Context: an optimization exercise on an open-source flow, tuned for small area and a short achievable clock period. The choices shown serve that exercise and are no tape-out recipe. Where RTL was checked, it was by simulation tests only, not by an equivalence proof against the original. For runs 1 to 3, only the layout was checked, not whether the RTL still works. Power and IR drop assume default switching activity.

<file path="design/flow/design.v">
module Small_Alu(x, y, swap, eb, d, hb, hs, sign, sub, spec, nan);
  input [31:0] x, y;
  output swap;           
  output [7:0] eb;       
  output [7:0] d;        
  output hb, hs;         
  output sign;           
  output sub;            
  output spec;           
  output nan;            
  wire [7:0] ex = x[30:23], ey = y[30:23];
  assign swap = x[30:0] < y[30:0];
  wire [7:0] eb_raw = swap ? ey : ex;
  wire [7:0] es_raw = swap ? ex : ey;
  assign hb = |eb_raw;
  assign hs = |es_raw;
  assign eb = {eb_raw[7:1], eb_raw[0] | ~hb};
  wire [7:0] es = {es_raw[7:1], es_raw[0] | ~hs};
  assign d = eb - es;
  assign sign = swap ? y[31] : x[31];
  assign sub = x[31] ^ y[31];
  assign spec = &eb_raw;
  assign nan = spec & ((|(swap ? y[22:0] : x[22:0])) | (sub & (&es_raw)));
endmodule
module Mux_2(x, y, en, out);
  input [22:0] x, y;
  input en;
  output [22:0] out;
  assign out = en ? x : y;
endmodule
module Mux_3(x, y, en, out);
  input [22:0] x, y;
  input en;
  output [22:0] out;
  assign out = en ? y : x;
endmodule
module Shift_Right(d, m, outp);
  input [5:0] d;    
  input [23:0] m;
  output [26:0] outp;
  reg [25:0] al;
  reg st;
  always @(*) begin
    al = {m, 2'b00};
    st = 1'b0;
    if (d[5]) begin
      st = |m;
      al = 26'd0;
    end else begin
      if (d[4]) begin st = st | (|al[15:0]); al = al >> 16; end
      if (d[3]) begin st = st | (|al[7:0]);  al = al >> 8;  end
      if (d[2]) begin st = st | (|al[3:0]);  al = al >> 4;  end
      if (d[1]) begin st = st | (|al[1:0]);  al = al >> 2;  end
      if (d[0]) begin st = st | al[0];       al = al >> 1;  end
    end
  end
  assign outp = {al, st};
endmodule
module Big_Alu(sub, a, b, outp);
  input sub;
  input [23:0] a;        
  input [26:0] b;        
  output [27:0] outp;
  assign outp = {1'b0, a, 3'b000} + ({1'b0, b} ^ {28{sub}}) + {27'd0, sub};
endmodule
module Control(s, eb, sh, zero);
  input [27:0] s;
  input [7:0] eb;
  output [4:0] sh;
  output zero;
  reg [4:0] lz;
  reg found;
  integer i;
  always @(*) begin
    lz = 5'd28;
    found = 1'b0;
    for (i = 27; i >= 0; i = i - 1)
      if (!found && s[i]) begin
        lz = 27 - i;
        found = 1'b1;
      end
  end
  assign zero = ~|s;
  assign sh = ({3'd0, lz} < eb) ? lz : eb[4:0];
endmodule
module Incre_Decre(eb, sh, e);
  input [7:0] eb;
  input [4:0] sh;
  output [7:0] e;
  assign e = eb + 8'd1 - {3'd0, sh};
endmodule
module Shift_Left_Right(s, sh, out);
  input [27:0] s;
  input [4:0] sh;
  output [25:0] out;
  wire [27:0] t = s << sh;
  assign out = {t[27:3], |t[2:0]};
endmodule
module Rounding(sign, t, e, spec, nan, result, overflow);
  input sign;
  input [25:0] t;        
  input [7:0] e;
  input spec, nan;
  output [31:0] result;
  output overflow;
  wire up = t[1] & (t[2] | t[0]);
  wire [31:0] pk = {1'b0, (t[25] ? e : 8'd0), t[24:2]} + {31'd0, up};
  wire ovf = pk[31] | (&pk[30:23]);
  assign overflow = ~spec & ovf;
  assign result = spec ? (nan ? 32'h7fc00000 : {sign, 8'hff, 23'd0}) :
                  ovf ? {sign, 8'hff, 23'd0} : {sign, pk[30:0]};
endmodule
module Floating_Point_Addition(clk, reset, in_valid, x, y, out_valid, result, overflow);
input clk, reset;
input in_valid;
input [31:0] x, y;
output out_valid;
output [31:0] result;
output overflow;
localparam CUT0 = 0;
localparam CUT1 = 1;
localparam CUT2 = 1;
localparam CUT3 = 1;
localparam CUT4 = 1;
localparam CUT5 = 1;
localparam N = CUT0 + CUT1 + CUT2 + CUT3 + CUT4 + CUT5 + 1;
reg [N-1:0] valid;
always @(posedge clk) begin
  if (!reset) valid <= 0;
  else valid <= {valid, in_valid};
end
assign out_valid = valid[N-1];
reg [31:0] x0, y0;
generate if (CUT0) begin : c0
  always @(posedge clk) begin x0 <= x; y0 <= y; end
end else begin : n0
  always @(*) begin x0 = x; y0 = y; end
end endgenerate
wire swap, hb, hs, sign_w, sub_w, spec_w, nan_w;
wire [7:0] eb_w, d_w;
wire [22:0] fs_w, fb_w;
Small_Alu u_small_alu(.x(x0), .y(y0), .swap(swap), .eb(eb_w), .d(d_w), .hb(hb), .hs(hs),
  .sign(sign_w), .sub(sub_w), .spec(spec_w), .nan(nan_w));
Mux_2 u_mux_2(.x(x0[22:0]), .y(y0[22:0]), .en(swap), .out(fs_w));
Mux_3 u_mux_3(.x(x0[22:0]), .y(y0[22:0]), .en(swap), .out(fb_w));
reg [23:0] mb1, ms1;
reg [7:0] eb1;
reg [5:0] d1;    
reg sign1, sub1, spec1, nan1;
generate if (CUT1) begin : c1
  always @(posedge clk) begin
    mb1 <= {hb, fb_w}; ms1 <= {hs, fs_w}; eb1 <= eb_w; d1 <= {|d_w[7:5], d_w[4:0]};
    sign1 <= sign_w; sub1 <= sub_w; spec1 <= spec_w; nan1 <= nan_w;
  end
end else begin : n1
  always @(*) begin
    mb1 = {hb, fb_w}; ms1 = {hs, fs_w}; eb1 = eb_w; d1 = {|d_w[7:5], d_w[4:0]};
    sign1 = sign_w; sub1 = sub_w; spec1 = spec_w; nan1 = nan_w;
  end
end endgenerate
wire [26:0] al_w;
Shift_Right u_shift_right(.d(d1), .m(ms1), .outp(al_w));
reg [23:0] mb2;
reg [26:0] ms2;
reg [7:0] eb2;
reg sign2, sub2, spec2, nan2;
generate if (CUT2) begin : c2
  always @(posedge clk) begin
    mb2 <= mb1; ms2 <= al_w; eb2 <= eb1; sign2 <= sign1; sub2 <= sub1; spec2 <= spec1; nan2 <= nan1;
  end
end else begin : n2
  always @(*) begin
    mb2 = mb1; ms2 = al_w; eb2 = eb1; sign2 = sign1; sub2 = sub1; spec2 = spec1; nan2 = nan1;
  end
end endgenerate
wire [27:0] sum_w;
Big_Alu u_big_alu(.sub(sub2), .a(mb2), .b(ms2), .outp(sum_w));
reg [27:0] s3;
reg [7:0] eb3;
reg sign3, sub3, spec3, nan3;
generate if (CUT3) begin : c3
  always @(posedge clk) begin
    s3 <= sum_w; eb3 <= eb2; sign3 <= sign2; sub3 <= sub2; spec3 <= spec2; nan3 <= nan2;
  end
end else begin : n3
  always @(*) begin
    s3 = sum_w; eb3 = eb2; sign3 = sign2; sub3 = sub2; spec3 = spec2; nan3 = nan2;
  end
end endgenerate
wire [4:0] sh_w;
wire zero_w;
Control u_control(.s(s3), .eb(eb3), .sh(sh_w), .zero(zero_w));
reg [27:0] s4;
reg [4:0] sh4;
reg [7:0] eb4;
reg sign4, spec4, nan4;
generate if (CUT4) begin : c4
  always @(posedge clk) begin
    s4 <= s3; sh4 <= sh_w; eb4 <= eb3; sign4 <= sign3 & ~(sub3 & zero_w); spec4 <= spec3; nan4 <= nan3;
  end
end else begin : n4
  always @(*) begin
    s4 = s3; sh4 = sh_w; eb4 = eb3; sign4 = sign3 & ~(sub3 & zero_w); spec4 = spec3; nan4 = nan3;
  end
end endgenerate
wire [25:0] t_w;
wire [7:0] e_w;
Shift_Left_Right u_shift_left_right(.s(s4), .sh(sh4), .out(t_w));
Incre_Decre u_incre_decre(.eb(eb4), .sh(sh4), .e(e_w));
reg [25:0] t5;
reg [7:0] e5;
reg sign5, spec5, nan5;
generate if (CUT5) begin : c5
  always @(posedge clk) begin
    t5 <= t_w; e5 <= e_w; sign5 <= sign4; spec5 <= spec4; nan5 <= nan4;
  end
end else begin : n5
  always @(*) begin
    t5 = t_w; e5 = e_w; sign5 = sign4; spec5 = spec4; nan5 = nan4;
  end
end endgenerate
wire [31:0] res_w;
wire ovf_w;
Rounding u_rounding(.sign(sign5), .t(t5), .e(e5), .spec(spec5), .nan(nan5),
  .result(res_w), .overflow(ovf_w));
reg [31:0] result;
reg overflow;
always @(posedge clk) begin
  result <= res_w;
  overflow <= ovf_w;
end
endmodule
</file>
<file path="design/flow/run.sh">
#!/bin/bash
# synth_recipe.tcl (not shown) runs the flow's synth.tcl, then flattens the netlist and writes it again
# the make line also repeats each setting of config.mk as NAME=value (left out here)
make -C /OpenROAD-flow-scripts/flow DESIGN_CONFIG=/design/flow/config.mk WORK_HOME=/design/flow/orfs CLKGATE_MAP_FILE= SYNTH_SCRIPT=/design/flow/synth_recipe.tcl finish
</file>
<file path="design/flow/config.mk">
export PLATFORM = sky130hd
export DESIGN_NAME = Floating_Point_Addition
export DESIGN_NICKNAME = Floating_Point_Addition
export VERILOG_FILES = /design/flow/design.v
export SDC_FILE = /design/flow/constraint.sdc
export NUM_CORES = 4
export LEC_CHECK = 0
export ABC_CLOCK_PERIOD_IN_PS = 3500
export CAP_MARGIN = 20
export CORE_MARGIN = 2
export CORE_UTILIZATION = 40
export SLEW_MARGIN = 20
</file>
<file path="design/flow/constraint.sdc">
create_clock -name core_clock -period 13.0 [get_ports {clk}]
set_input_delay 2.6000 -clock core_clock [delete_from_list [all_inputs] [get_ports {clk}]]
set_output_delay 2.6000 -clock core_clock [all_outputs]
set_load 0.01 [all_outputs]
</file>
==> results of run 1 <==
-- cell usage in the layout (no fill, tap or decap), types with 47 or more instances in the layout --
cell / n
mux2i_1: 69
o21ai_0: 64
ha_1: 74
clkdlybuf4s50_1: 100
a21oi_1: 85
xor2_1: 47
nor2_1: 143
dfxtp_1: 289
inv_1: 67
nand2_1: 134
-- cell type report --
| type | instances | share of cell area, % |
|---|---|---|
| inverter | 72 | 1.69 |
| timing repair buffer | 109 | 6.67 |
| sequential | 289 | 36.1 |
| clock inverter | 21 | 2.01 |
| tap | 448 | 3.50 |
| multi-input combinational | 1010 | 44.9 |
| clock buffer | 36 | 5.14 |
-- logic make-up after synthesis --
family / Yosys count
muxes: 134
xor gates and xnor gates: 93
and+or+nand+nor: 452
DFF: 289
buffers and inverters: 138
adders and majority gates: 75
AOI/OAI and AO/OA: 256
-- per-layer routing --
metal | GRT usage (%) | vias to the layer above
met5 | 0 | -
met4 | 6.63 | 0
met3 | 2.36 | 66
met2 | 29.7 | 209
met1 | 21.7 | 4522
li1 | - | 5207
-- metrics by stage --
step                area (um2)  cells  total power, uW  hold slack (ps)  util [%]
finish                   16000   1985             3530              322      47.9
global route             16000   1985             3770              328      47.9
CTS                      16000   1985             3570              324      47.9
detailed placement       14900   1928             2600              312      44.5
global placement         14900   1928             2590              311      44.5
floorplan                13500   1437             2220              310         -
-- power groups by stage --
stage          Sequential (uW)  Combinational [uW]  Clock (uW)
4_1_cts                   1330                1250         978
3_3_place_gp              1340                1250           0
2_1_floorplan             1310                 909           0
3_5_place_dp              1350                1250           0
5_1_grt                   1370                1390        1010
6_report                  1330                1250         953
-- cell usage after synthesis, types with 6 or more instances --
cell type | count | area share, %
nor3b_1 | 6 | 0.33
or4_1 | 7 | 0.39
a31oi_1 | 6 | 0.28
a211oi_1 | 20 | 1.1
and2_1 | 14 | 0.65
inv_1 | 67 | 1.9
buf_1 | 10 | 0.28
ha_1 | 74 | 6.8
nor2b_1 | 12 | 0.55
buf_2 | 6 | 0.22
nor4_1 | 25 | 1.2
o21ai_0 | 64 | 2.4
mux2i_1 | 69 | 5.1
xor2_1 | 47 | 3.0
nor2_1 | 143 | 4.0
nand3_1 | 23 | 0.85
nand4_1 | 22 | 1.0
nor3_1 | 18 | 0.67
a21o_1 | 12 | 0.67
nand2b_1 | 10 | 0.46
mux2_2 | 42 | 3.5
dfxtp_1 | 289 | 43
nand2_1 | 134 | 3.7
and4_1 | 7 | 0.45
mux4_2 | 23 | 3.8
o21bai_1 | 10 | 0.55
o22ai_1 | 11 | 0.51
xnor2_1 | 46 | 3.0
clkbuf_1 | 43 | 1.2
a21oi_1 | 85 | 3.1
and3_1 | 14 | 0.65
-- state kept, by name, summed over array words and instances (netlist names), 24 cells and up --
signal  flops
mb1        24
mb2        24
ms1        24
ms2        27
result     32
s3         28
s4         28
t5         26
-- worst max path at each step --
stage / slack (ps) / to / depth (start not counted) / start
after floorplan: 6820 / d1[5] / 22 / y[27]
after global placement: 5370 / d1[5] / 20 / y[27]
after detailed placement: 5340 / d1[5] / 20 / y[27]
after CTS: 5950 / d1[5] / 20 / y[28]
after global routing: 5530 / d1[5] / 21 / y[27]
final: 5970 / d1[5] / 20 / y[27]
==> summary.txt, run 1 <==
Critical path
  • Reg2Reg Setup Slack: 8770 ps
  • Critical path arrival: 7490 ps
  • CP required: 13460 ps
  • CP max stage cell: nor3_4
  • Worst r2r dst: sh4[3]
  • Reg2reg start: s3[23]
  • Cell Chain, Critical Path: clkdlybuf4s50_1, inv_1, ha_1, nand4_1, nor4_1, a211oi_2, o41ai_2, nor3_4, mux2_2, or4_1, nand2_1, inv_2, ha_1, inv_1, ha_1, nand2_1, a21oi_1, a311oi_1, mux2i_1, a31oi_1
  • Startpoint Class: input port
  • CP max FO: 22
  • Critical Path Sink Type: register
  • Kind of critical path: input port to register
  • Register-to-Register Path Depth: 13
  • CP Buf/Inv Count: 4
  • Most used cell along the critical path: ha_1
  • CP delay by family, top: simple AND/OR/NAND/NOR gates
  • Crit path largest cell delay: 810 ps

Hold path
  • Worst Hold Endpoint: eb3[3]
  • Min-Delay Path Class: register to register
  • Hold path depth: 0
  • Hold Crit Start: eb2[3]

Place
  • Port bufs: 100
  • Hpwl dp: 24.1 mm
  • Pre-CTS setup slack: 5340 ps
  • GPL Wtd Cong: 0.872

Drt
  • Via density: 5.04
  • Met3 WL: 1.13 mm
  • Residual DRC: 0
  • WL per Instance: 15.2 um
  • DRT antenna net count: 0
  • Vias: 10.0k
  • DRT Wirelength: 30.3 mm
  • First-pass iteration count of the detailed router: 5
  • Met2 Routed Length: 14.2 mm
  • Max Used Layer: met4
  • Iteration-0 DRC Markers: 456
  • M1 WL: 13.9 mm

STA
  • Setup TNS: 0 ps
  • Peak Freq: 142 MHz
  • Worst Skew: 9.13 ps
  • Worst-Margin Slew: 963 ps
  • Period utilization: 54.1%
  • Final setup vio count: 0
  • Post-route minimum period: 7030 ps
  • Slew headroom: 35.6%
  • Fin. Hold Viols: 0
  • Fin. max-slew vios: 0
  • Worst Slack Setup Final: 5970 ps
  • Unrepaired setup endpoints after global routing: false

Final layout
  • ANT cells: 0
  • FF/Latch Area: 5790 um2
  • Layout cell share with drive strength beyond 1: 9.50%
  • Synth-to-Final Area Change: 18.3%
  • Area of the multi-input gates: 7200 um2
  • Final #Nets: 1655
  • Number of fill cells: 3181

Die
  • Cell Rows: 67
  • Die area: 35400 um2
  • Die X: 188 um
  • Starting density of the core: 40.5%
  • Io pins: 101
  • Die height: 188 um
  • Core ar.: 33400 um2

GRT
  • Pin count of the biggest net entering global routing: 77
  • Initial antenna violation count: 0
  • Overall Global Routing Usage: 17.2%
  • First-pass GRT wire length: 49.5 mm
  • Vias in the first global route: 9608
  • GRT Residual Overflow: 0

Synthesis
  • Syn Std Cell Area: 13500 um2
  • Cell variety after synth: 76
  • Net count after synthesis: 1579
  • XOR/XNOR Fraction of Synth Area: 6.01%
  • Post-synth EDFFs: 0
  • Largest family of logic cells by synthesized area: simple AND/OR/NAND/NOR gates
  • Sequential-to-total area share from yosys stat: 42.7%
  • Most used DFF post-synth: dfxtp_1
  • Compound-Gate Fraction of Synth Area: 11.7%
  • Mux contribution to synthesized area: 12.4%
  • Post-Synth Simple-Gate Area: 16.0%
  • FFs w/ async S/R, synth: 0%
  • Cells after synthesis: 1437
  • Seq cells post-synth: 289
  • Avg Cell Area, Syn: 9.43 um2
  • Adder and majority gate portion of the synthesized area: 6.98%
  • Yosys warns: 3

Clocking
  • CTS Buf Count: 31
  • Root Buffer: clkbuf_16
  • Cts repair resizes: 0
  • CTS Buffer Depth: 3
  • Hold_buf cts: 0
  • Number of post-CTS setup repair buffers: 0
  • # H-tree levels: 1
  • CTS clk-pin slew, worst paths: 60 ps
  • Clock insertion delay at the later pin of the skew report: 560 ps
  • CTS tree: built
  • CTS Sinks: 289

Status
  • Run status: timing/DRC/antenna clean

Run
  • # Max-Cap Violations: 0

Pwr
  • NetSw: 1180 uW
  • Flop pwr share: 37.7%
  • PwrDens: 220 nW/um2
  • P_leak: 0.00674 uW
  • Clk pwr share: 27.0%
  • Max VDD drop: 118 uV
  • Combinational share of power: 35.4%
  • Switching part of the total: 33.5%
  • Cell Int Power: 2350 uW
==> run 2, diff against run 1 <==
--- a/design/flow/design.v
+++ b/design/flow/design.v
@@ -118,5 +118,5 @@
 output [31:0] result;
 output overflow;
-localparam CUT0 = 0;
+localparam CUT0 = 1;
 localparam CUT1 = 1;
 localparam CUT2 = 1;
==> run 2 against run 1 <==
Total power is 12% higher; non-clock buffer count is 3 higher; flip-flop and latch count is 65 higher; wire length is 9.2% higher; clock skew is 14 ps higher; synthesized area is 11% higher; sequential power is 18% higher; largest cell class unchanged; highest routed layer unchanged.
==> summary.txt, run 2 <==
Clocking
  • CTS Buffer Depth: 3 (unchanged)
  • CTS tree: built
  • CTS Sinks: 354 (+22%)
  • # H-tree levels: 2 (+1)
  • Number of post-CTS setup repair buffers: 0 (unchanged)
  • Root Buffer: clkbuf_16
  • CTS clk-pin slew, worst paths: 60 ps (about the same)
  • Clock insertion delay at the later pin of the skew report: 550 ps (about the same)
  • Hold_buf cts: 0 (unchanged)
  • CTS Buf Count: 38 (+23%)
  • Cts repair resizes: 0 (unchanged)

Synthesis
  • Syn Std Cell Area: 15000 um2 (+11%)
  • Synth top area share: 47.2% (+4.5 points)
  • Cell taking the most area after synthesis: dfxtp_1
  • Most used DFF post-synth: dfxtp_1
  • Net count after synthesis: 1702 (+7.8%)
  • Commonest cells in the netlist: 354 x dfxtp_1, 156 x nand2_1, 146 x nor2_1, 88 x o21ai_0, 86 x a21oi_1
  • Cells after synthesis: 1560 (+8.6%)
  • FFs w/ async S/R, synth: 0% (unchanged)
  • Most common cell in the netlist: dfxtp_1
  • Avg Cell Area, Syn: 9.63 um2 (+2.2%)
  • Yosys warns: 3 (unchanged)
  • Largest cells by area after synthesis: dfxtp_1 47%, ha_1 6.2%, nand2_1 3.9%
  • Seq cells post-synth: 354 (+22%)
  • Post-synth EDFFs: 0 (unchanged)
  • Sequential-to-total area share from yosys stat: 47.2% (+4.5 points)
  • Cell variety after synth: 78 (+2.6%)

STA
  • Setup TNS: 0 ps (unchanged)
  • Unrepaired setup endpoints after global routing: false
  • Worst Slack Setup Final: 8020 ps (+2050 ps)
  • Period utilization: 38.3% (-16 points)
  • Fin. Hold Viols: 0 (unchanged)
  • Slew headroom: 37.9% (+2.4 points)
  • Post-route minimum period: 4980 ps (-2050 ps)
  • Worst-Margin Slew: 931 ps (-32.3 ps)
  • Final setup vio count: 0 (unchanged)
  • Fin. max-slew vios: 0 (unchanged)
  • Peak Freq: 201 MHz (+41%)
  • Worst Skew: 23.2 ps (+14.0 ps)

Die
  • Starting density of the core: 40.8% (+0.35 points)
  • Die area: 39100 um2 (+11%)
  • Die height: 198 um (+5.2%)
  • Io pins: 101 (unchanged)
  • Die X: 198 um (+5.2%)
  • Core ar.: 36800 um2 (+10%)
  • Cell Rows: 70 (+4.5%)

Final layout
  • Layout cell share with drive strength beyond 1: 8.05% (-1.5 points)
  • Commonest non-fill, non-tap cell in the layout: dfxtp_1
  • Biggest regs: result (32), x0 (32), y0 (32)
  • Most frequent cells in the layout: 354 x dfxtp_1, 156 x nand2_1, 145 x nor2_1
  • ANT cells: 0 (unchanged)
  • Synth-to-Final Area Change: 18.0%
  • Final #Nets: 1790 (+8.2%)

Critical path
  • CP required: 13420 ps (-40 ps)
  • CP Buf/Inv Count: 3 (-1)
  • Startpoint Class: register
  • Critical Path Sink Type: register
  • Critical path arrival: 5400 ps (-2090 ps)
  • Kind of critical path: register to register
  • CP Depth: 21 (+5.0%)
  • CP max stage cell: or2_2
  • Cell Chain, Critical Path: inv_1, ha_1, nand4_1, nor4_2, o211ai_1, a221oi_4, or2_2, nor2_1, a21oi_1, nand3_1, nand2_1, inv_1, ha_1, inv_1, ha_1, nand2_1, o311ai_4, o2111a_1, o21ai_0, a211oi_1, a211oi_1
  • Reg2reg start: y0[27]
  • Worst r2r dst: d1[5]
  • Reg2Reg Setup Slack: 8020 ps (-750 ps)
  • CP max FO: 25 (+14%)
  • Crit path capture: d1[5]
  • CP delay by family, top: compound AO/OA/AOI/OAI gates
  • Critical Path Source: y0[27]
  • Register-to-Register Path Depth: 21 (+8)
  • Crit path largest cell delay: 550 ps (-260 ps)

GRT
  • Vias in the first global route: 10.5k (+8.9%)
  • Pin count of the biggest net entering global routing: 56 (-27%)
  • Initial antenna violation count: 0 (unchanged)
  • First-pass GRT wire length: 53.4 mm (+7.8%)
  • GRT Residual Overflow: 0 (unchanged)
  • Overall Global Routing Usage: 17.1% (-0.061 points)

Place
  • Hpwl dp: 25.6 mm (+6.2%)
  • GPL Wtd Cong: 0.872 (about the same)
  • Port bufs: 100 (unchanged)
  • Pre-CTS setup slack: 8010 ps (+2670 ps)

Run
  • # Max-Cap Violations: 0 (unchanged)

Drt
  • First-pass iteration count of the detailed router: 5 (unchanged)
  • Vias: 10.8k (+8.1%)
  • DRT Wirelength: 33.0 mm (+9.2%)
  • Iteration-0 DRC Markers: 446 (-2.2%)
  • Residual DRC: 0 (unchanged)
  • DRT antenna net count: 0 (unchanged)
  • WL per Instance: 15.4 um (+0.99%)
  • Via density: 5.04 (about the same)

Pwr
  • P_leak: 0.00748 uW (+11%)
  • Max VDD drop: 109 uV (-8.3%)
  • PwrDens: 223 nW/um2 (+1.2%)

Hold path
  • Min-Delay Path Class: register to register

Status
  • Run status: timing/DRC/antenna clean
run 2: cell families after synthesis:
kind of cell    after synthesis  synth area share [%]
mux                          95                  8.62
buf+inv                     141                  3.83
compound gates              323                  13.8
simple gates                489                  15.4
fa+ha+maj                    75                  6.30
xor+xnor                     83                  4.84
flops                       354                  47.2
run 2: stage by stage:
| stage | hold WS (ps) | area [um2] | power [uW] | cells | utilization, % |
|---|---|---|---|---|---|
| after CTS | 312 | 17700 | 4000 | 2145 | 48.1 |
| final | 317 | 17700 | 3960 | 2146 | 48.2 |
| after floorplan | 310 | 15000 | 2480 | 1560 | - |
| after detailed placement | 312 | 16400 | 2880 | 2075 | 44.6 |
| after global routing | 328 | 17700 | 4210 | 2146 | 48.2 |
| after global placement | 311 | 16400 | 2870 | 2075 | 44.6 |
run 2: worst min path at each step:
stage / start / endpoint / depth (start not counted)
6_report: eb2[4] / eb3[4] / 0
5_1_grt: spec4 / spec5 / 0
4_1_cts: eb2[4] / eb3[4] / 0
3_5_place_dp: eb1[0] / eb2[0] / 0
3_3_place_gp: spec2 / spec3 / 0
2_1_floorplan: eb1[0] / eb2[0] / 0
run 2: where the power goes:
group / switching (uW) / internal [uW]
Combinational: 667 / 623
Sequential: 199 / 1370
Clock: 433 / 666
run 2: final cells by class:
cell class                      count  area (um2)
Inverter                           77         289
Clock inverter                     17         220
Sequential cell                   354        7090
Tap cell                          468         586
Fill cell                        3483       19000
Multi-Input combinational cell   1065        7370
Clock buffer                       53        1080
Timing Repair Buffer              112        1110
run 2: routing by layer:
layer,track usage [%],vias up,part of all wire (%),routed length (um)
li1,-,5616,-,-
met2,29.7,235,48,15800
met1,21.0,4893,45,14800
met5,0,-,0,0
met4,7.10,0,3.3,1080
met3,2.81,71,4.0,1320
==> run 3, diff against run 2 <==
--- a/design/flow/design.v
+++ b/design/flow/design.v
@@ -122,5 +122,5 @@
 localparam CUT2 = 1;
 localparam CUT3 = 1;
-localparam CUT4 = 1;
+localparam CUT4 = 0;
 localparam CUT5 = 1;
 localparam N = CUT0 + CUT1 + CUT2 + CUT3 + CUT4 + CUT5 + 1;
==> run 3 against run 2 <==
Still clean; worst setup slack got worse by 880 ps; critical path depth did not move; synthesized cell count fell by 0.13%; sequential power fell by 13%; final cell count fell by 1.2%; total power fell by 6.0%; synthesized area fell by 3.5%; first-iteration DRC count rose by 31%; largest power group unchanged; highest routed layer unchanged.
==> summary.txt, run 3 <==
Die
  • Cell Rows: 69 (-1.4%)
  • Core ar.: 35700 um2 (-3.1%)
  • Starting density of the core: 40.7% (-0.18 points)
  • Io pins: 101 (unchanged)
  • Die area: 37800 um2 (-3.4%)
  • Die height: 194 um (-1.7%)
  • Die X: 194 um (-1.7%)

GRT
  • Overall Global Routing Usage: 18.0% (+0.89 points)
  • First-pass GRT wire length: 55.0 mm (+3.0%)
  • Vias in the first global route: 10.6k (+1.4%)
  • Pin count of the biggest net entering global routing: 75 (+34%)
  • GRT Residual Overflow: 0 (unchanged)
  • Initial antenna violation count: 0 (unchanged)

Critical path
  • Kind of critical path: register to register
  • Worst r2r dst: e5[7]
  • Register-to-Register Path Depth: 21 (unchanged)
  • Crit path capture: e5[7]
  • Critical path arrival: 6310 ps (+910 ps)
  • Critical Path Source: s3[19]
  • Critical Path Sink Type: register
  • Reg2reg start: s3[19]
  • CP required: 13450 ps (+30 ps)
  • CP max FO: 23 (-8.0%)
  • Startpoint Class: register
  • Reg2Reg Setup Slack: 7140 ps (-880 ps)

STA
  • Worst-Margin Slew: 890 ps (-41.4 ps)
  • Fin. max-slew vios: 0 (unchanged)
  • Period utilization: 45.1% (+6.8 points)
  • Fin. Hold Viols: 0 (unchanged)
  • Slew headroom: 39.0% (+1.1 points)
  • Worst Slack Setup Final: 7140 ps (-878 ps)
  • Peak Freq: 171 MHz (-15%)
  • Final setup vio count: 0 (unchanged)
  • Post-route minimum period: 5860 ps (+878 ps)
  • Unrepaired setup endpoints after global routing: false
  • Setup TNS: 0 ps (unchanged)
  • Worst Skew: 22.1 ps (-1.02 ps)

Synthesis
  • XOR/XNOR Fraction of Synth Area: 5.56% (+0.72 points)
  • Post-synth EDFFs: 0 (unchanged)
  • Most common cell in the netlist: dfxtp_1
  • Yosys warns: 3 (unchanged)
  • Sequential-to-total area share from yosys stat: 42.7% (-4.5 points)
  • FFs w/ async S/R, synth: 0% (unchanged)
  • Cells after synthesis: 1558 (-0.13%)
  • Most used DFF post-synth: dfxtp_1
  • Largest cells by area after synthesis: dfxtp_1 43%, ha_1 6.0%, mux2i_1 5.3%
  • Post-Synth Simple-Gate Area: 16.3% (+0.94 points)
  • Net count after synthesis: 1696 (-0.35%)
  • Cell variety after synth: 88 (+13%)
  • Avg Cell Area, Syn: 9.31 um2 (-3.4%)
  • Seq cells post-synth: 309 (-13%)
  • Cell taking the most area after synthesis: dfxtp_1
  • Largest family of logic cells by synthesized area: simple AND/OR/NAND/NOR gates
  • Syn Std Cell Area: 14500 um2 (-3.5%)
  • Synth top area share: 42.7% (-4.5 points)
  • Compound-Gate Fraction of Synth Area: 14.8% (+0.98 points)
  • Mux contribution to synthesized area: 10.1% (+1.5 points)
  • Commonest cells in the netlist: 309 x dfxtp_1, 168 x nor2_1, 115 x nand2_1, 81 x inv_1, 77 x mux2i_1
  • Adder and majority gate portion of the synthesized area: 6.18% (-0.12 points)

Clocking
  • CTS Buf Count: 34 (-11%)
  • CTS Buffer Depth: 3 (unchanged)
  • Number of post-CTS setup repair buffers: 0 (unchanged)
  • CTS tree: built
  • # H-tree levels: 2 (unchanged)
  • CTS clk-pin slew, worst paths: 60 ps (about the same)
  • CTS Sinks: 309 (-13%)
  • Root Buffer: clkbuf_16
  • Clock insertion delay at the later pin of the skew report: 530 ps (-20 ps)
  • Hold_buf cts: 0 (unchanged)
  • Cts repair resizes: 0 (unchanged)

Drt
  • Iteration-0 DRC Markers: 586 (+31%)
  • DRT antenna net count: 0 (unchanged)
  • Residual DRC: 0 (unchanged)
  • Via density: 5.25 (+4.3%)
  • Vias: 11.1k (+3.1%)
  • First-pass iteration count of the detailed router: 19 (+14)
  • WL per Instance: 16.4 um (+6.3%)
  • DRT Wirelength: 34.7 mm (+5.1%)

Status
  • Run status: timing/DRC/antenna clean

Final layout
  • ANT cells: 0 (unchanged)
  • Final #Nets: 1774 (-0.89%)
  • Most frequent cells in the layout: 309 x dfxtp_1, 168 x nor2_1, 115 x nand2_1
  • Synth-to-Final Area Change: 17.5%
  • Commonest non-fill, non-tap cell in the layout: dfxtp_1
  • Final core utilization: 47.8% (-0.45 points)
  • Fin cells: 2121 (-1.2%)
  • Layout cell share with drive strength beyond 1: 8.43% (+0.39 points)
  • Biggest regs: result (32), x0 (32), y0 (32)

Place
  • GPL Wtd Cong: 0.913 (+4.7%)
  • Hpwl dp: 26.6 mm (+3.9%)
  • Port bufs: 100 (unchanged)
  • Pre-CTS setup slack: 7190 ps (-824 ps)
  • Placed Cells: 2061 (-0.67%)

Hold path
  • Min-Delay Path Class: register to register
  • Hold Crit Start: sign2

Pwr
  • PwrDens: 218 nW/um2 (-2.1%)
  • P_leak: 0.00701 uW (-6.4%)
  • Max VDD drop: 118 uV (+8.8%)

Run
  • # Max-Cap Violations: 0 (unchanged)
## run 3: cell count changes after synthesis, moves of 22 or more
cell / previous run / this run
o211ai_1: 9 / 41
nand2_1: 156 / 115
dfxtp_1: 354 / 309
o21ai_0: 88 / 62
nor2_1: 146 / 168
mux2_2: 9 / 34
## run 3: critical path: stages (launching register included)
cell,delay [ps]
dfxtp_1,410
nor4_2,440
nand3_1,230
nor2_1,470
ha_1,370
nand4_1,170
nor3_1,100
or2_2,480
a211oi_4,550
mux2i_2,270
buf_4,290
inv_2,200
ha_1,320
inv_1,40
ha_1,220
fa_1,420
a21oi_1,180
nor2_1,60
nor2_1,150
o21bai_1,80
a21oi_1,180
xor2_1,140
## run 3: metal layers
| layer | up-vias | routed length [um] | global-route usage [%] |
|---|---|---|---|
| met2 | 262 | 16800 | 31.2 |
| li1 | 5684 | - | - |
| met5 | - | 0 | 0 |
| met3 | 84 | 1390 | 2.86 |
| met4 | 0 | 1400 | 8.32 |
| met1 | 5115 | 15100 | 22.0 |
## run 3: area by class of cell
class	count	area, um2
Timing Repair Buffer	112	1090
Fill cell	3355	18600
Sequential cell	309	6190
Tap cell	461	577
Inverter	82	308
Clock inverter	14	221
Clock buffer	46	946
Multi-Input combinational cell	1097	7700
## run 3: worst min-delay path by stage
| stage | slack, ps | endpoint | cells after the start |
|---|---|---|---|
| floorplan | 310 | eb2[0] | 0 |
| global placement | 310 | sub2 | 0 |
| detailed placement | 310 | eb2[5] | 0 |
| CTS | 320 | mb2[15] | 0 |
| global route | 330 | mb2[5] | 0 |
| finish | 320 | sign3 | 0 |
## run 3: power by group
group | leakage [uW] | internal [uW] | switching, uW
registers | 0.00259 | 1170 | 200
clock network | 0.000575 | 614 | 379
logic | 0.00384 | 610 | 749
## run 3: through the flow
stage | instance area, um2 | total power (uW) | hold WS (ps)
floorplan | 14500 | 2310 | 310
global placement | 15900 | 2740 | 310
detailed placement | 15900 | 2740 | 312
CTS | 17000 | 3750 | 321
global route | 17000 | 3950 | 330
finish | 17000 | 3720 | 319
## run 3: kinds of logic (layout without fill, tap and decap cells)
| family | Yosys count | in the layout |
|---|---|---|
| simple gates | 492 | 492 |
| compound gates | 315 | 315 |
| flops | 309 | 309 |
| mux | 127 | 127 |
| fa+ha+maj | 71 | 71 |
| buf+inv | 152 | 254 |
| xor+xnor | 92 | 92 |
==> run 4, diff against run 3 <==
--- a/design/flow/design.v
+++ b/design/flow/design.v
@@ -10,16 +10,20 @@
   output nan;            
   wire [7:0] ex = x[30:23], ey = y[30:23];
+  wire hx = |ex, hy = |ey;
+  wire [7:0] exe = {ex[7:1], ex[0] | ~hx};
+  wire [7:0] eye = {ey[7:1], ey[0] | ~hy};
+  wire [7:0] dxy = exe - eye;
+  wire [7:0] dyx = eye - exe;
   assign swap = x[30:0] < y[30:0];
-  wire [7:0] eb_raw = swap ? ey : ex;
-  wire [7:0] es_raw = swap ? ex : ey;
-  assign hb = |eb_raw;
-  assign hs = |es_raw;
-  assign eb = {eb_raw[7:1], eb_raw[0] | ~hb};
-  wire [7:0] es = {es_raw[7:1], es_raw[0] | ~hs};
-  assign d = eb - es;
+  assign d = swap ? dyx : dxy;
+  assign hb = swap ? hy : hx;
+  assign hs = swap ? hx : hy;
+  assign eb = swap ? eye : exe;
   assign sign = swap ? y[31] : x[31];
   assign sub = x[31] ^ y[31];
-  assign spec = &eb_raw;
-  assign nan = spec & ((|(swap ? y[22:0] : x[22:0])) | (sub & (&es_raw)));
+  wire sx = &ex, sy = &ey;
+  wire zx = ~|x[22:0], zy = ~|y[22:0];
+  assign spec = sx | sy;
+  assign nan = (sx & ~zx) | (sy & ~zy) | (sx & sy & sub);
 endmodule
 module Mux_2(x, y, en, out);
@@ -59,8 +63,33 @@
 module Big_Alu(sub, a, b, outp);
   input sub;
-  input [23:0] a;        
-  input [26:0] b;        
+  input [23:0] a;
+  input [26:0] b;
   output [27:0] outp;
-  assign outp = {1'b0, a, 3'b000} + ({1'b0, b} ^ {28{sub}}) + {27'd0, sub};
+  wire [26:0] A = {a, 3'b000};
+  wire [26:0] B = b ^ {27{sub}};
+  reg [27:0] g, p;
+  reg [27:0] G, P;
+  integer i, k;
+  always @(*) begin
+    g[0] = sub; p[0] = 1'b0;
+    for (i = 0; i < 27; i = i + 1) begin
+      g[i+1] = A[i] & B[i];
+      p[i+1] = A[i] ^ B[i];
+    end
+    G = g; P = p;
+    for (k = 1; k < 28; k = k * 2)
+      for (i = 2*k - 1; i < 28; i = i + 2*k) begin
+        G[i] = G[i] | (P[i] & G[i-k]);
+        P[i] = P[i] & P[i-k];
+      end
+    for (k = 8; k >= 1; k = k / 2)
+      for (i = 3*k - 1; i < 28; i = i + 2*k) begin
+        G[i] = G[i] | (P[i] & G[i-k]);
+        P[i] = P[i] & P[i-k];
+      end
+  end
+  wire [26:0] s = p[27:1] ^ G[26:0];
+  wire cout = g[27] | (p[27] & G[26]);
+  assign outp = {cout ^ sub, s};
 endmodule
 module Control(s, eb, sh, zero);
@@ -122,5 +151,5 @@
 localparam CUT2 = 1;
 localparam CUT3 = 1;
-localparam CUT4 = 0;
+localparam CUT4 = 1;
 localparam CUT5 = 1;
 localparam N = CUT0 + CUT1 + CUT2 + CUT3 + CUT4 + CUT5 + 1;
==> run 4 against run 3 <==
Core utilization increased by 0.48 points; still clean; critical path type is now register to primary output; sequential power increased by 15%; synthesized area increased by 3.4%; flip-flop and latch count increased by 45; hold slack got worse by 7.9 ps; register-to-register slack improved by 1900 ps; die area increased by 3.3%; synthesized cell count decreased by 3.0%; clock-buffer cell count increased by 3; global-route usage decreased by 1.7 points.
==> summary.txt, run 4 <==
Drt
  • First-pass iteration count of the detailed router: 7 (-12)
  • Iteration-0 DRC Markers: 545 (-7.0%)
  • Residual DRC: 0 (unchanged)
  • WL per Instance: 15.0 um (-8.3%)
  • Via density: 5.01 (-4.7%)
  • DRT antenna net count: 0 (unchanged)
  • Vias: 10.5k (-5.6%)
  • DRT Wirelength: 31.6 mm (-9.1%)

Place
  • Port bufs: 100 (unchanged)
  • GPL Wtd Cong: 0.862 (-5.6%)
  • Hpwl dp: 24.6 mm (-7.5%)
  • Placed Cells: 2031 (-1.5%)
  • Pre-CTS setup slack: 9080 ps (+1890 ps)

Critical path
  • Cell Chain, Critical Path: clkdlybuf4s50_1
  • Kind of critical path: register to primary output
  • Critical path arrival: 1400 ps (-4910 ps)
  • Critical Path Source: result[1]
  • Reg2reg start: sub2
  • CP required: 10400 ps (-3050 ps)
  • Register-to-Register Path Depth: 15 (-29%)
  • Worst r2r dst: s3[26]
  • Reg2Reg Setup Slack: 9070 ps (+1930 ps)
  • CP max FO: 1 (-96%)
  • Critical Path Sink Type: primary output
  • Crit path largest cell delay: 550 ps (about the same)
  • CP max stage cell: clkdlybuf4s50_1
  • Startpoint Class: register
  • CP delay by family, top: buffers and inverters
  • CP Buf/Inv Count: 1 (-2)

Final layout
  • Final #Nets: 1765 (-0.51%)
  • Area of the multi-input gates: 7250 um2 (-5.8%)
  • Commonest non-fill, non-tap cell in the layout: dfxtp_1
  • Synth-to-Final Area Change: 18.4%
  • Biggest regs: result (32), x0 (32), y0 (32)
  • Most frequent cells in the layout: 354 x dfxtp_1, 136 x nor2_1, 115 x nand2_1
  • Fin cells: 2102 (-0.90%)
  • Number of fill cells: 3438 (+2.5%)
  • FF/Latch Area: 7090 um2 (+15%)
  • ANT cells: 0 (unchanged)
  • Layout cell share with drive strength beyond 1: 9.49% (+1.1 points)

Synthesis
  • Post-synth EDFFs: 0 (unchanged)
  • Largest family of logic cells by synthesized area: simple AND/OR/NAND/NOR gates
  • Commonest cells in the netlist: 354 x dfxtp_1, 136 x nor2_1, 115 x nand2_1, 104 x inv_1, 78 x ha_1
  • Mux contribution to synthesized area: 10.5% (+0.42 points)
  • Net count after synthesis: 1673 (-1.4%)
  • Avg Cell Area, Syn: 9.92 um2 (+6.6%)
  • Largest cells by area after synthesis: dfxtp_1 47%, ha_1 6.5%, mux2i_1 4.2%
  • Sequential-to-total area share from yosys stat: 47.3% (+4.6 points)
  • Adder and majority gate portion of the synthesized area: 8.65% (+2.5 points)
  • Yosys warns: 4 (+1)
  • Most used DFF post-synth: dfxtp_1
  • FFs w/ async S/R, synth: 0% (unchanged)
  • Post-Synth Simple-Gate Area: 13.6% (-2.7 points)
  • Seq cells post-synth: 354 (+15%)
  • Compound-Gate Fraction of Synth Area: 10.8% (-4.1 points)
  • Syn Std Cell Area: 15000 um2 (+3.4%)
  • Most common cell in the netlist: dfxtp_1
  • Cell taking the most area after synthesis: dfxtp_1
  • Synth top area share: 47.3% (+4.6 points)
  • Cells after synthesis: 1512 (-3.0%)
  • Cell variety after synth: 68 (-23%)
  • XOR/XNOR Fraction of Synth Area: 4.73% (-0.83 points)

Die
  • Starting density of the core: 40.8% (+0.095 points)
  • Die area: 39000 um2 (+3.3%)
  • Io pins: 101 (unchanged)
  • Die height: 198 um (+1.7%)
  • Core ar.: 36800 um2 (+3.2%)
  • Cell Rows: 70 (+1.4%)
  • Die X: 198 um (+1.7%)

GRT
  • Initial antenna violation count: 0 (unchanged)
  • Overall Global Routing Usage: 16.3% (-1.7 points)
  • Pin count of the biggest net entering global routing: 69 (-8.0%)
  • GRT Residual Overflow: 0 (unchanged)
  • Vias in the first global route: 10.1k (-4.7%)
  • First-pass GRT wire length: 50.9 mm (-7.4%)

STA
  • Final setup vio count: 0 (unchanged)
  • Smallest hold slack: 311 ps (-7.95 ps)
  • Worst-Margin Slew: 923 ps (+33.4 ps)
  • Peak Freq: 250 MHz (+47%)
  • Unrepaired setup endpoints after global routing: false
  • Period utilization: 30.7% (-14 points)
  • Slew headroom: 38.5% (-0.53 points)
  • Post-route minimum period: 4000 ps (-1860 ps)
  • Worst Skew: 15.8 ps (-6.30 ps)
  • Fin. max-slew vios: 0 (unchanged)
  • Worst Slack Setup Final: 9000 ps (+1860 ps)
  • Setup TNS: 0 ps (unchanged)
  • Fin. Hold Viols: 0 (unchanged)

Hold path
  • Hold Crit Start: mb1[21]
  • Min-Delay Path Class: register to register
  • Hold path depth: 0 (unchanged)
  • Worst Hold Endpoint: mb2[21]

Pwr
  • PwrDens: 221 nW/um2 (+1.0%)
  • Max VDD drop: 110 uV (-7.3%)
  • P_leak: 0.00751 uW (+7.2%)

Clocking
  • Hold_buf cts: 0 (unchanged)
  • CTS tree: built
  • Root Buffer: clkbuf_16
  • # H-tree levels: 2 (unchanged)
  • CTS Buf Count: 39 (+15%)
  • CTS Sinks: 354 (+15%)
  • Clock insertion delay at the later pin of the skew report: 550 ps (+20 ps)
  • CTS Buffer Depth: 3 (unchanged)
  • CTS clk-pin slew, worst paths: 60 ps (about the same)
  • Number of post-CTS setup repair buffers: 0 (unchanged)
  • Cts repair resizes: 0 (unchanged)

Run
  • # Max-Cap Violations: 0 (unchanged)

Status
  • Run status: timing/DRC/antenna clean
==> run 4: cell count changes after synthesis, moves of 14 or more <==
cell / previous run / this run
dfxtp_1: 309 / 354
nor2_1: 168 / 136
nand4_1: 34 / 17
mux2i_1: 77 / 63
o211ai_1: 41 / 7
inv_1: 81 / 104
fa_1: 1 / 16
==> run 4: layout make-up <==
type                    instances  share of cell area (%)
clock buffers                  49                    6.05
clock inverters                22                    1.37
inverters                     110                    2.33
multi-input cells             987                    40.9
flip-flops and latches        354                    39.9
well taps                     468                    3.30
repair buffers                112                    6.15
==> run 4: worst max-delay path by stage <==
stage,to,slack (ps),cells past startpoint
finish,result[1],9000,1
global route,s3[26],8730,15
CTS,result[1],8950,1
detailed placement,s3[26],9080,15
global placement,s3[26],9170,15
floorplan,s3[26],8890,16
==> run 4: power breakdown <==
group | internal, uW | switching (uW)
clock | 670 | 436
sequential | 1360 | 206
combinational | 603 | 636
total | 2640 | 1280
==> run 4: kinds of logic (layout without fill, tap and decap cells) <==
family	count (synthesis)	in the layout
adder cells (fa/ha/maj)	94	94
multiplexers	124	124
flip-flops	354	354
buffers and inverters	171	293
XOR/XNOR	81	81
AO/OA/AOI/OAI	259	259
AND/OR/NAND/NOR	429	429
==> run 4: per-stage QoR <==
| stage | instance area (um2) | power, uW | util (%) |
|---|---|---|---|
| CTS | 17700 | 3960 | 48.2 |
| floorplan | 15000 | 2440 | - |
| global placement | 16400 | 2820 | 44.7 |
| global route | 17700 | 4170 | 48.2 |
| finish | 17700 | 3910 | 48.2 |
| detailed placement | 16400 | 2840 | 44.7 |
==> run 4: worst register-to-register path: stages (launching register included) <==
cell,delay [ps]
dfxtp_1,300
buf_4,390
xor2_1,220
ha_1,290
a21o_1,190
a21oi_1,190
nand3_1,210
a311o_1,340
nand2_1,70
o21ai_0,100
or4_1,450
a31o_2,260
a21oi_1,180
fa_1,220
fa_1,410
inv_1,60
==> run 4: layer usage <==
| metal | vias up | track usage [%] | wire (um) |
|---|---|---|---|
| met1 | 4822 | 19.4 | 13700 |
| li1 | 5417 | - | - |
| met4 | 0 | 7.44 | 1150 |
| met2 | 213 | 28.6 | 15500 |
| met5 | - | 0 | 0 |
| met3 | 69 | 3.11 | 1190 |
==> run 5, diff against run 4 <==
==> design/flow/flow/run.sh (new file) <==
#!/bin/bash
# Standard layout, with two changes to how it is optimised:
#  - the port buffers are buf_2 cells instead of the resizer's default pick
#  - repair_timing aims for a setup margin so that paths are sized for a
#    shorter period than the 13 ns constraint (the SDC is unchanged)
set -euo pipefail
export BUFFER_PORTS_ARGS="-buffer_cell sky130_fd_sc_hd__buf_2"
export SETUP_SLACK_MARGIN=9
bash standard.sh > standard.log 2>&1
==> design/flow/standard.sh (new file) <==
#!/bin/bash
# synth_recipe.tcl (not shown) runs the flow's synth.tcl, then flattens the netlist and writes it again
# the make line also repeats each setting of config.mk as NAME=value (left out here)
make -C /OpenROAD-flow-scripts/flow DESIGN_CONFIG=/design/flow/config.mk WORK_HOME=/design/flow/orfs CLKGATE_MAP_FILE= SYNTH_SCRIPT=/design/flow/synth_recipe.tcl "${@:-finish}"
removed: design/flow/run.sh
==> run 5 against run 4 <==
Highest routed layer unchanged; via count barely moved; combinational power fell by 4%; maximum frequency is 7.4% higher; design area fell by 3.0%; synthesized cell count unchanged; clock power down 5%; register-to-register slack improved by 210 ps; first-iteration DRC count grew 3.7%; global-route usage barely moved.
==> summary.txt, run 5 <==
STA
  • Period utilization: 28.6% (-2.1 points)
  • Worst-Margin Slew: 923 ps (+0.518 ps)
  • Fin. Hold Viols: 0 (unchanged)
  • Slew headroom: 38.4% (about the same)
  • Post-route minimum period: 3720 ps (-276 ps)
  • Fin. max-slew vios: 0 (unchanged)
  • Peak Freq: 269 MHz (+7.4%)
  • Final setup vio count: 0 (unchanged)
  • Unrepaired setup endpoints after global routing: false
  • Worst Skew: 14.8 ps (-0.979 ps)
  • Setup TNS: 0 ps (unchanged)

Critical path
  • CP max FO: 32 (+31)
  • Critical path arrival: 4210 ps (+2810 ps)
  • CP max stage cell: or4_1
  • CP required: 13480 ps (+3080 ps)
  • Critical Path Sink Type: register
  • Startpoint Class: register
  • Crit path largest cell delay: 440 ps (-110 ps)
  • Kind of critical path: register to register
  • Cell Chain, Critical Path: buf_12, xor2_1, ha_1, a21o_1, a21oi_1, nand3_2, a311o_1, nand2_1, o21ai_0, or4_1, a31o_2, a21oi_1, fa_1, fa_1, inv_1

Final layout
  • Synth-to-Final Area Change: 14.8%
  • Final #Nets: 1765 (unchanged)
  • Number of fill cells: 3581 (+4.2%)
  • Biggest regs: result (32), x0 (32), y0 (32)
  • Layout cell share with drive strength beyond 1: 15.3% (+5.8 points)
  • FF/Latch Area: 7090 um2 (unchanged)
  • Most frequent cells in the layout: 354 x dfxtp_1, 136 x nor2_1, 115 x nand2_1
  • Area of the multi-input gates: 7260 um2 (about the same)
  • ANT cells: 0 (unchanged)
  • Commonest non-fill, non-tap cell in the layout: dfxtp_1
  • Final Cell Area: 17200 um2 (-3.0%)

Drt
  • Via density: 5.01 (about the same)
  • DRT Wirelength: 31.3 mm (-0.91%)
  • Residual DRC: 0 (unchanged)
  • DRT antenna net count: 0 (unchanged)
  • Iteration-0 DRC Markers: 565 (+3.7%)
  • WL per Instance: 14.9 um (-0.82%)
  • Vias: 10.5k (-0.029%)
  • First-pass iteration count of the detailed router: 5 (-2)

Clocking
  • Hold_buf cts: 0 (unchanged)
  • CTS tree: built
  • Root Buffer: clkbuf_16
  • Cts repair resizes: 0 (unchanged)
  • Clock insertion delay at the later pin of the skew report: 540 ps (about the same)
  • # H-tree levels: 2 (unchanged)
  • Number of post-CTS setup repair buffers: 0 (unchanged)
  • CTS clk-pin slew, worst paths: 60 ps (about the same)
  • CTS Buffer Depth: 3 (unchanged)
  • CTS Buf Count: 39 (unchanged)
  • CTS Sinks: 354 (unchanged)

Synthesis
  • Cells after synthesis: 1512 (unchanged)
  • Most used DFF post-synth: dfxtp_1
  • Syn Std Cell Area: 15000 um2 (unchanged)
  • Seq cells post-synth: 354 (unchanged)
  • Sequential-to-total area share from yosys stat: 47.3% (unchanged)
  • Yosys warns: 4 (unchanged)
  • Post-synth EDFFs: 0 (unchanged)
  • Net count after synthesis: 1673 (unchanged)
  • Synth top area share: 47.3% (unchanged)
  • Cell variety after synth: 68 (unchanged)
  • Largest cells by area after synthesis: dfxtp_1 47%, ha_1 6.5%, mux2i_1 4.2%
  • Commonest cells in the netlist: 354 x dfxtp_1, 136 x nor2_1, 115 x nand2_1, 104 x inv_1, 78 x ha_1
  • Most common cell in the netlist: dfxtp_1
  • FFs w/ async S/R, synth: 0% (unchanged)
  • Cell taking the most area after synthesis: dfxtp_1
  • Avg Cell Area, Syn: 9.92 um2 (unchanged)

Pwr
  • Clk pwr share: 27.8% (-0.4 points)
  • PwrDens: 222 nW/um2 (+0.47%)
  • Cell Int Power: 2550 uW (-3.3%)
  • P_leak: 0.00752 uW (+0.16%)
  • Flop pwr share: 41.1% (+1.0 points)
  • Switching part of the total: 33.1% (+0.51 points)
  • Max VDD drop: 121 uV (+10%)
  • NetSw: 1260 uW (-1.0%)
  • Combinational share of power: 31.1% (-0.6 points)

Die
  • Die area: 39000 um2 (unchanged)
  • Io pins: 101 (unchanged)
  • Die X: 198 um (unchanged)
  • Cell Rows: 70 (unchanged)
  • Starting density of the core: 40.8% (unchanged)
  • Core ar.: 36800 um2 (unchanged)
  • Die height: 198 um (unchanged)

GRT
  • Vias in the first global route: 10.2k (+1.1%)
  • Initial antenna violation count: 1 (+1)
  • First-pass GRT wire length: 51.1 mm (+0.39%)
  • GRT Residual Overflow: 0 (unchanged)
  • Overall Global Routing Usage: 16.4% (+0.022 points)
  • Pin count of the biggest net entering global routing: 69 (unchanged)

Place
  • GPL Wtd Cong: 0.862 (about the same)
  • Port bufs: 100 (unchanged)
  • Hpwl dp: 24.4 mm (-0.73%)
  • Placed Area: 15900 um2 (-3.0%)

Run
  • # Max-Cap Violations: 0 (unchanged)

Hold path
  • Min-Delay Path Class: register to register

Status
  • Run status: timing/DRC/antenna clean
## run 5: cell count changes in the layout (fill, tap and decap cells not counted), sizes merged
cell,change
clkdlybuf4s50,-100
clkinvlp,-5
clkinv,+1
bufinv,-3
inv,-2
clkbuf,+7
buf,+100
## run 5: cells by family after synthesis
logic type,synth area share (%)
XOR/XNOR,4.73
buffers and inverters,4.45
AND/OR/NAND/NOR,13.6
AO/OA/AOI/OAI,10.8
flip-flops,47.3
adder cells (fa/ha/maj),8.65
multiplexers,10.5
## run 5: area by class of cell
type	count	share of cell area [%]
Multi-Input combinational cell	987	42.2
Sequential cell	354	41.2
Clock inverter	13	0.640
Inverter	110	2.40
Clock buffer	56	6.70
Tap cell	468	3.40
Timing Repair Buffer	112	3.50
## run 5: critical path: cells and delay by family (launching register included)
kind / cells / cell delay [ps]
compound gates: 6 / 1240
fa+ha+maj: 3 / 930
simple gates: 3 / 660
flops: 1 / 350
buf+inv: 2 / 280
xor+xnor: 1 / 190
## run 5: per-layer routing
layer | part of all wire (%) | track usage, % | routed length [um]
met5 | 0 | 0 | 0
met4 | 4.2 | 7.83 | 1320
met3 | 3.6 | 2.97 | 1120
met2 | 48 | 28.0 | 15100
met1 | 44 | 19.8 | 13700
## run 5: path summary, 6_finish.rpt
| check | from | endpoint | slack, ps | cells after the start |
|---|---|---|---|---|
| max reg2reg | sub2 | s3[26] | 9280 | 15 |
| max | sub2 | s3[26] | 9280 | 15 |
| min reg2reg | mb1[12] | mb2[12] | 320 | 0 |
| min | mb1[12] | mb2[12] | 320 | 0 |
## run 5: power groups by stage
stage	registers [uW]	logic, uW	clock network [uW]
floorplan	1550	893	0
global placement	1590	1170	0
detailed placement	1590	1180	0
CTS	1570	1190	1090
global route	1600	1320	1140
finish	1570	1190	1060
## run 5: stage by stage
| step | util, % | worst slack (ps) | cells | hold slack (ps) | total power [uW] |
|---|---|---|---|---|---|
| CTS | 46.7 | 9070 | 2100 | 323 | 3850 |
| finish | 46.8 | 9280 | 2100 | 320 | 3810 |
| global route | 46.8 | 9020 | 2100 | 328 | 4060 |
| global placement | 43.3 | 9170 | 2031 | 312 | 2760 |
| floorplan | - | 9050 | 1512 | 310 | 2440 |
| detailed placement | 43.3 | 9100 | 2031 | 312 | 2780 |

port drivers added, routing unchanged:
The flow's constraints put no driver on any port. The routed layouts listed below were extracted and timed again, unchanged, in two steps. Step 1 (the two cells are an assumption about what drives the block):
set clk [get_ports {clk}]
set_driving_cell -lib_cell sky130_fd_sc_hd__clkbuf_16 $clk
set_driving_cell -lib_cell sky130_fd_sc_hd__buf_2 [delete_from_list [all_inputs] $clk]
Step 2 adds t to the input delays and takes it off the output delays; t is the mean of the earliest and latest rising clock arrival at the registers after step 1. Input paths then give back, and output paths get back, about the clock's delay inside the block. Slacks: ideal ports / drivers / drivers and shift; pairs: ideal ports / drivers.
run | t, ns | setup slack, ns | worst hold slack (ns) | clock arrival spread, ns
run 1 | 0.613 | 5.972 / 6.000 / 5.387 | 0.322 / 0.322 / 0.322 | 0.010 / 0.010
run 2 | 0.595 | 8.022 / 8.022 / 8.022 | 0.317 / 0.317 / 0.317 | 0.024 / 0.023
run 3 | 0.576 | 7.143 / 7.143 / 7.143 | 0.319 / 0.319 / 0.319 | 0.023 / 0.024
run 4 | 0.591 | 9.003 / 8.954 / 9.071 | 0.311 / 0.311 / 0.311 | 0.018 / 0.018
run 5 | 0.581 | 9.279 / 9.279 / 9.279 | 0.320 / 0.320 / 0.320 | 0.017 / 0.017
After both steps setup and hold are still met in every run listed. For run 1, which loses most, drivers alone change the setup slack by +0.028 ns; drivers and shift together by -0.585 ns.
